From an optimization exercise on the open Yosys and OpenROAD flow, aimed at small area and a short achievable clock period; shortcuts taken in it are not production practice. Function was checked by simulation only, so behaviour that the tests miss may differ from the original. Power figures rest on the tool's default switching activity, not on a simulated workload.

==> raven: inputs <==
Design LabFPGA2, start of the top module:
module LabFPGA2 #(
	parameter int WIDTH = 24,
	parameter int DIVIDER = 40
)(
	input		logic					clk_i,
										rst_i,
										en_reg_i,
										sw_reg_b_i,
										slct_op_i,
										slct_byte_i,
										slct_sb_i,
	input		logic	[3:0]			cntrl_alu_i,
	input		logic	[3:0]			op_i,
	output	logic	[3:0]			flag_o,
	output	logic	[41:0]		display_o,
	output	logic	[1:0]			counter_slct_op_o,
										counter_slct_byte_o,
	output 	logic					sb_op_o
);
export LEC_CHECK = 0
export CAP_MARGIN = 20
export CORE_MARGIN = 2
export CORE_UTILIZATION = 40
export SLEW_MARGIN = 20
export SYNTH_HIERARCHICAL = 1
create_clock -name core_clock -period 12.0 [get_ports {clk_i}]
standard.sh (not shown) runs the stock make flow with config.mk's settings and CLKGATE_MAP_FILE= SYNTH_SCRIPT=/design/flow/synth_recipe.tcl, a recipe that flattens the netlist after the stock synthesis.
==> flow/flow/run.sh <==
#!/bin/bash
# Own layout flow: the standard ORFS flow (standard.sh) with
#  - the standard synthesis script (synth_recipe.tcl), but ABC's mapping run with
#    flow/abc_area.script and no full/half-adder cell extraction;
#  - port buffers of type buf_2;
#  - extra ORFS settings from flow/knobs.txt (one VAR=value per line).
# The make output goes to flow_make.log; ORFS keeps each step's log under orfs/logs.
set -euo pipefail
W=$(pwd)
cat > "$W/my_synth.tcl" <<EOT
proc abc {args} {
  set i [lsearch -exact \$args -script]
  if {\$i >= 0} { set args [lreplace \$args [expr {\$i+1}] [expr {\$i+1}] $W/flow/abc_area.script] }
  yosys abc {*}\$args
}
source $W/synth_recipe.tcl
EOT
KNOBS=()
while IFS= read -r line; do
  [[ -z "$line" || "$line" == \#* ]] && continue
  KNOBS+=("$line")
done < "$W/flow/knobs.txt"
bash "$W/standard.sh" \
  "SYNTH_SCRIPT=$W/my_synth.tcl" \
  "ADDER_MAP_FILE=" \
  "BUFFER_PORTS_ARGS=-buffer_cell sky130_fd_sc_hd__buf_2" \
  "${KNOBS[@]}" \
  finish > "$W/flow_make.log" 2>&1
==> flow/flow/abc_area.script <==
strash
&get -n
&st
&dch -f
&nf -R 1000 -p
&put
mfs2
strash
&get -n
&dch -f
&nf -R 1000 -p
&put
topo
stime -c
buffer -c
upsize -c
dnsize -c
==> flow/flow/knobs.txt <==
ABC_AREA=1
SETUP_SLACK_MARGIN=4
==> lagoon: changes against raven <==
--- a/flow/design.v
+++ b/flow/design.v
@@ -22,24 +22,28 @@
 	logic [1:0]  counter_slct_byte, counter_slct_op;
 	logic        sb_op, en_slct_sb, en_slct_byte;
 	assign counter_slct_op_o   = counter_slct_op;
 	assign counter_slct_byte_o = counter_slct_byte;
 	assign sb_op_o             = sb_op;
 	logic [3:0] btn_n;
 	logic [5:0] db_cnt [4];
-	logic [3:0] pulse;
+	logic [3:0] pulse, idle, last;
 	assign btn_n = {slct_sb_i, slct_byte_i, slct_op_i, en_reg_i};
 	always_ff @(posedge clk_i) begin
 		for (int k = 0; k < 4; k++) begin
-			if (!rst_i)              db_cnt[k] <= 6'h3f;
-			else if (~&db_cnt[k])    db_cnt[k] <= db_cnt[k] - 6'd1;
-			else if (!btn_n[k])      db_cnt[k] <= 6'(DIVIDER - 1);
+			if (!rst_i || last[k])               db_cnt[k] <= 6'd0;
+			else if (idle[k])                    db_cnt[k] <= btn_n[k] ? 6'd0 : 6'd24;
+			else db_cnt[k] <= {db_cnt[k][4:0], db_cnt[k][5] ^ db_cnt[k][4]};
 		end
 	end
-	always_comb for (int k = 0; k < 4; k++) pulse[k] = (db_cnt[k] == 6'(DIVIDER - 1));
+	always_comb for (int k = 0; k < 4; k++) begin
+		idle[k]  = ~|db_cnt[k][3:0];
+		pulse[k] = ~db_cnt[k][0] & ~db_cnt[k][1] & ~db_cnt[k][2] & db_cnt[k][4];
+		last[k]  = ~db_cnt[k][1] & db_cnt[k][2] & db_cnt[k][3] & ~db_cnt[k][4] & ~db_cnt[k][5];
+	end
 	wire en_reg    = pulse[0];
 	wire slct_op   = pulse[1];
 	wire slct_byte = pulse[2];
 	wire slct_sb   = pulse[3];
 	always_ff @(posedge clk_i) begin
 		if (!rst_i) begin
 			counter_slct_byte <= 2'd0;
@@ -90,76 +94,21 @@
 				if (we_a & nib_sel[n])      reg_a[4*n +: 4] <= op_i;
 				if (ld_br)                  reg_b[4*n +: 4] <= r[4*n +: 4];
 				else if (we_b & nib_sel[n]) reg_b[4*n +: 4] <= op_i;
 			end
 		end
 	end
 	logic [23:0] a, b;
-	logic [15:0] s;
 	logic [24:0] shl, shr, c_add, c_sub, c_inc, c_dec;
 	assign a = reg_a;
 	assign b = reg_b;
-	always_comb for (int k = 0; k < 16; k++) s[k] = (cntrl_alu_i == k);
 	alu_dp u_dp (.a(a), .b(b), .c_add(c_add), .c_sub(c_sub), .c_inc(c_inc), .c_dec(c_dec), .shl(shl), .shr(shr));
-	logic [3:0] tt;
-	always_comb begin
-		case (cntrl_alu_i)
-			4'd0, 4'd9, 4'd10: tt = 4'b0110;    
-			4'd1:              tt = 4'b1001;    
-			4'd2, 4'd6:        tt = 4'b1100;    
-			4'd3:              tt = 4'b0011;    
-			4'd4:              tt = 4'b1000;    
-			4'd7:              tt = 4'b0101;    
-			4'd8:              tt = 4'b0111;    
-			default:           tt = 4'b0000;
-		endcase
-	end
-	logic [23:0] x, y;
-	always_comb for (int k = 0; k < 24; k++) x[k] = tt[{a[k], b[k]}];
-	assign y = ({24{s[0]}} & c_add[23:0]) | ({24{s[1]}} & c_sub[23:0])
-	         | ({24{s[2]}} & c_inc[23:0]) | ({24{s[3]}} & c_dec[23:0]);
-	wire r24 = (s[0] & c_add[24]) | (s[1] & ~c_sub[24]) | (s[2] & c_inc[24]) | (s[3] & ~c_dec[24])
-	         | s[7] | s[8] | (s[11] & shl[24]);
-	wire lt = ~c_sub[24];
-	wire bit0x = (s[5] & ((|a) | (|b))) | (s[13] & lt) | (s[14] & ~lt);
-	assign r = {r24, (x ^ y) | ({24{s[11]}} & shl[23:0]) | ({24{s[12]}} & shr[23:0]) | {23'd0, bit0x}};
-	assign flag_o[0] = (r == 25'd0);
-	assign flag_o[1] = r[23];
-	assign flag_o[2] = r[24];
-	assign flag_o[3] = r[24];
-	logic [23:0] display;
-	always_comb begin
-		case (counter_slct_op)
-			2'b00:   display = reg_a;
-			2'b01:   display = reg_b;
-			default: display = r[23:0];
-		endcase
-	end
-	always_comb begin
-		for (int i = 0; i < 6; i++) begin
-			case (display[4*i +: 4])
-				4'h0: display_o[7*i +: 7] = 7'b100_0000;
-				4'h1: display_o[7*i +: 7] = 7'b111_1001;
-				4'h2: display_o[7*i +: 7] = 7'b010_0100;
-				4'h3: display_o[7*i +: 7] = 7'b011_0000;
-				4'h4: display_o[7*i +: 7] = 7'b001_1001;
-				4'h5: display_o[7*i +: 7] = 7'b001_0010;
-				4'h6: display_o[7*i +: 7] = 7'b000_0010;
-				4'h7: display_o[7*i +: 7] = 7'b111_1000;
-				4'h8: display_o[7*i +: 7] = 7'b000_0000;
-				4'h9: display_o[7*i +: 7] = 7'b001_1000;
-				4'ha: display_o[7*i +: 7] = 7'b000_1000;
-				4'hb: display_o[7*i +: 7] = 7'b000_0011;
-				4'hc: display_o[7*i +: 7] = 7'b100_0110;
-				4'hd: display_o[7*i +: 7] = 7'b010_0001;
-				4'he: display_o[7*i +: 7] = 7'b000_0110;
-				default: display_o[7*i +: 7] = 7'b000_1110;
-			endcase
-		end
-	end
+	alu_out u_out (.cntrl_alu_i(cntrl_alu_i), .a(a), .b(b), .view(counter_slct_op),
+		.c_add(c_add), .c_sub(c_sub), .c_inc(c_inc), .c_dec(c_dec), .shl(shl), .shr(shr),
+		.r(r), .flag_o(flag_o), .display_o(display_o));
 endmodule
 module alu_dp (
 	input  logic [23:0] a,
 	input  logic [23:0] b,
 	output logic [24:0] c_add,
 	output logic [24:0] c_sub,
 	output logic [24:0] c_inc,
@@ -575,11 +524,85 @@
 	wire t309 = t293 & t303;
 	wire t310 = t294 & t303;
 	wire t311 = t295 & t303;
 	assign c_add = {t102, t100, t98, t96, t94, t92, t90, t88, t86, t84, t82, t80, t78, t76, t74, t72, t54, t52, t50, t48, t26, t24, t0, ga0, 1'b0};
 	assign c_sub = {t206, t204, t202, t200, t198, t196, t194, t192, t190, t188, t186, t184, t182, t180, t178, t176, t158, t156, t154, t152, t130, t128, t104, gs0, 1'b1};
 	assign c_inc = {t259, t258, t257, t256, t255, t254, t253, t252, t251, t250, t249, t248, t247, t246, t245, t244, t235, t234, t233, t232, t221, t220, t208, a[0], 1'b1};
 	assign c_dec = ~{t311, t310, t309, t308, t307, t306, t305, t304, t303, t302, t301, t300, t299, t298, t297, t296, t287, t286, t285, t284, t273, t272, t260, ~a[0], 1'b1};
+	assign shl = {1'b0, a} << b[4:0];
+	assign shr = {1'b0, a} >> b[4:0];
+endmodule
+module alu_out (
+	input  logic [3:0]  cntrl_alu_i,
+	input  logic [23:0] a,
+	input  logic [23:0] b,
+	input  logic [1:0]  view,
+	input  logic [24:0] c_add,
+	input  logic [24:0] c_sub,
+	input  logic [24:0] c_inc,
+	input  logic [24:0] c_dec,
+	input  logic [24:0] shl,
+	input  logic [24:0] shr,
+	output logic [24:0] r,
+	output logic [3:0]  flag_o,
+	output logic [41:0] display_o
+);
+	logic [15:0] s;
+	always_comb for (int k = 0; k < 16; k++) s[k] = (cntrl_alu_i == k);
 	wire big = |b[23:5];
-	assign shl = big ? 25'd0 : ({1'b0, a} << b[4:0]);
-	assign shr = big ? 25'd0 : ({1'b0, a} >> b[4:0]);
+	logic [3:0] tt;
+	always_comb begin
+		case (cntrl_alu_i)
+			4'd0, 4'd9, 4'd10: tt = 4'b0110;    
+			4'd1:              tt = 4'b1001;    
+			4'd2, 4'd6:        tt = 4'b1100;    
+			4'd3:              tt = 4'b0011;    
+			4'd4:              tt = 4'b1000;    
+			4'd7:              tt = 4'b0101;    
+			4'd8:              tt = 4'b0111;    
+			default:           tt = 4'b0000;
+		endcase
+	end
+	logic [23:0] x, y;
+	always_comb for (int k = 0; k < 24; k++) x[k] = tt[{a[k], b[k]}];
+	assign y = ({24{s[0]}} & c_add[23:0]) | ({24{s[1]}} & c_sub[23:0])
+	         | ({24{s[2]}} & c_inc[23:0]) | ({24{s[3]}} & c_dec[23:0]);
+	wire r24 = (s[0] & c_add[24]) | (s[1] & ~c_sub[24]) | (s[2] & c_inc[24]) | (s[3] & ~c_dec[24])
+	         | s[7] | s[8] | (s[11] & ~big & shl[24]);
+	wire lt = ~c_sub[24];
+	wire bit0x = (s[5] & ((|a) | (|b))) | (s[13] & lt) | (s[14] & ~lt);
+	assign r = {r24, (x ^ (y | ({24{s[11] & ~big}} & shl[23:0]) | ({24{s[12] & ~big}} & shr[23:0]))) | {23'd0, bit0x}};
+	assign flag_o[0] = (r == 25'd0);
+	assign flag_o[1] = r[23];
+	assign flag_o[2] = r[24];
+	assign flag_o[3] = r[24];
+	logic [23:0] display;
+	always_comb begin
+		case (view)
+			2'b00:   display = a;
+			2'b01:   display = b;
+			default: display = r[23:0];
+		endcase
+	end
+	always_comb begin
+		for (int i = 0; i < 6; i++) begin
+			case (display[4*i +: 4])
+				4'h0: display_o[7*i +: 7] = 7'b100_0000;
+				4'h1: display_o[7*i +: 7] = 7'b111_1001;
+				4'h2: display_o[7*i +: 7] = 7'b010_0100;
+				4'h3: display_o[7*i +: 7] = 7'b011_0000;
+				4'h4: display_o[7*i +: 7] = 7'b001_1001;
+				4'h5: display_o[7*i +: 7] = 7'b001_0010;
+				4'h6: display_o[7*i +: 7] = 7'b000_0010;
+				4'h7: display_o[7*i +: 7] = 7'b111_1000;
+				4'h8: display_o[7*i +: 7] = 7'b000_0000;
+				4'h9: display_o[7*i +: 7] = 7'b001_1000;
+				4'ha: display_o[7*i +: 7] = 7'b000_1000;
+				4'hb: display_o[7*i +: 7] = 7'b000_0011;
+				4'hc: display_o[7*i +: 7] = 7'b100_0110;
+				4'hd: display_o[7*i +: 7] = 7'b010_0001;
+				4'he: display_o[7*i +: 7] = 7'b000_0110;
+				default: display_o[7*i +: 7] = 7'b000_1110;
+			endcase
+		end
+	end
 endmodule
==> flow/flow/run.sh (replaced) <==
#!/bin/bash
# Own layout flow: the standard ORFS flow (standard.sh) with
#  - the standard synthesis script (synth_recipe.tcl, hierarchical), but ABC's mapping run
#    on each module separately: flow/abc_dp.script on the operand
#    datapath alu_dp, flow/abc_area.script on alu_out and the top module, without the
#    slow cells listed in flow/dont_use.txt; and no full/half-adder cell extraction;
#  - port buffers of type buf_2;
#  - extra ORFS settings from flow/knobs.txt (one VAR=value per line).
# The make output goes to flow_make.log; ORFS keeps each step's log under orfs/logs.
set -euo pipefail
W=$(pwd)
cat > "$W/my_synth.tcl" <<EOT
proc abc {args} {
  set i [lsearch -exact \$args -script]
  set j [expr {\$i + 1}]
  set a [lreplace \$args \$j \$j $W/flow/abc_area.script]
  set f [open $W/flow/dont_use.txt r]
  foreach c [split [string trim [read \$f]]] { if {\$c ne ""} { lappend a -dont_use \$c } }
  close \$f
  set d [lreplace \$a \$j \$j $W/flow/abc_dp.script]
  yosys abc {*}\$d alu_dp
  yosys abc {*}\$a alu_out
  yosys abc {*}\$a LabFPGA2
}
source $W/synth_recipe.tcl
EOT
KNOBS=()
while IFS= read -r line; do
  [[ -z "$line" || "$line" == \#* ]] && continue
  KNOBS+=("$line")
done < "$W/flow/knobs.txt"
bash "$W/standard.sh" \
  "SYNTH_SCRIPT=$W/my_synth.tcl" \
  "ADDER_MAP_FILE=" \
  "BUFFER_PORTS_ARGS=-buffer_cell sky130_fd_sc_hd__buf_2" \
  "${KNOBS[@]}" \
  finish > "$W/flow_make.log" 2>&1
==> flow/flow/abc_area.script (replaced) <==
strash
&get -n
&st
&dch -f
&nf -R 1000 -p
&put
mfs2
strash
&get -n
&dch -f
&nf -R 1000 -p
&put
topo
stime -c
dnsize -c
==> flow/flow/abc_dp.script (new file) <==
strash
&get -n
&st
&dch -f
&nf -R 1000 -p
&put
mfs2
strash
&get -n
&dch -f
&nf -R 1000 -p
&put
topo
stime -c
buffer -c
upsize -c
dnsize -c
==> flow/flow/dont_use.txt (new file) <==
sky130_fd_sc_hd__a222oi_1 sky130_fd_sc_hd__or4_1 sky130_fd_sc_hd__or4_2 sky130_fd_sc_hd__or4_4 sky130_fd_sc_hd__or4b_1 sky130_fd_sc_hd__or4b_2 sky130_fd_sc_hd__or4b_4 sky130_fd_sc_hd__or4bb_1 sky130_fd_sc_hd__or4bb_2 sky130_fd_sc_hd__or4bb_4 sky130_fd_sc_hd__or3_1 sky130_fd_sc_hd__or3_2 sky130_fd_sc_hd__or3_4 sky130_fd_sc_hd__or3b_1 sky130_fd_sc_hd__or3b_2 sky130_fd_sc_hd__or3b_4 sky130_fd_sc_hd__mux4_1 sky130_fd_sc_hd__mux4_2 sky130_fd_sc_hd__mux4_4 sky130_fd_sc_hd__nor4_1 sky130_fd_sc_hd__nor4_2 sky130_fd_sc_hd__nor4_4 sky130_fd_sc_hd__nor4b_1 sky130_fd_sc_hd__nor4b_2 sky130_fd_sc_hd__nor4b_4 sky130_fd_sc_hd__nor4bb_1 sky130_fd_sc_hd__nor4bb_2 sky130_fd_sc_hd__nor4bb_4 sky130_fd_sc_hd__a2111oi_0 sky130_fd_sc_hd__a2111oi_1 sky130_fd_sc_hd__a2111oi_2 sky130_fd_sc_hd__a2111oi_4 sky130_fd_sc_hd__o2111ai_1 sky130_fd_sc_hd__o2111ai_2 sky130_fd_sc_hd__o2111ai_4 sky130_fd_sc_hd__a2111o_1 sky130_fd_sc_hd__a2111o_2 sky130_fd_sc_hd__a2111o_4 sky130_fd_sc_hd__o2111a_1 sky130_fd_sc_hd__o2111a_2 sky130_fd_sc_hd__o2111a_4
==> flow/flow/knobs.txt (replaced) <==
ABC_AREA=1
SETUP_SLACK_MARGIN=4
CORE_UTILIZATION=70
CTS_BUF_LIST=sky130_fd_sc_hd__clkbuf_8
CTS_CLUSTER_SIZE=40
==> notes.md <==
item                                                           raven                     lagoon
Logic inverters                                                   33                         34
R2R Path End                                  reg_b[21]$_SDFFE_PN0P_     reg_b[23]$_SDFFE_PN0P_
Synthesis warning total                                            8                          9
Global routing usage on met2                                   42.3%                      65.5%
Final-layout non-clock buffer area share                       7.96%                      5.87%
Origin of the worst min-delay path           en_slct_sb$_SDFFE_PN0N_    db_cnt[3][0]$_SDFF_PP0_
Power drawn by the combinational cells                    0.000607 W                 0.000420 W
Result of the run                                     finished clean             finished clean
Sw Pwr                                                    0.000526 W                 0.000392 W
Routing usage on met3                                          4.00%                      10.2%
Area of the die                                          27500 sq um                15000 sq um
Synth-to-Final Area Change                                     9.36%                      4.18%
Max stage delay cell, worst path           sky130_fd_sc_hd__a222oi_1  sky130_fd_sc_hd__a221oi_1
Post-CTS setup buffer count                                       11                          3
Multi-input gate area in the final layout                 8090 sq um                 7520 sq um
Via count of the routed design                                 12300                      11900
Synthesized area per cell                                 6.37 sq um                 6.24 sq um

==> port drivers added, routing unchanged <==
In the flow no input, the clock included, has a driving cell. The finished layouts below were timed again as built, in two steps. Step 1, drivers: a clkbuf_16 drives clk_i and a buf_2 each remaining input, both assumed. Step 2 times the ports against the registers' clock, not the clock port: input delays grow and output delays shrink by t, the midpoint of the rising clock arrivals with the driver on. Slacks: ideal ports / drivers / drivers and shift; pairs: ideal ports / drivers.
| run | t, ns | slack for setup (ns) | worst setup path after step 2 | worst register clock-pin slew, ns |
|---|---|---|---|---|
| raven | 0.377 | 3.983 / 3.947 / 4.120 | input to output | 0.07 / 0.07 |
| lagoon | 0.394 | 4.092 / 4.069 / 4.069 | input to output | 0.09 / 0.09 |
After both steps setup and hold are still met in every run listed. The setup slack of lagoon, which loses most, moves by -0.023 ns with the drivers and by -0.023 ns with both steps.
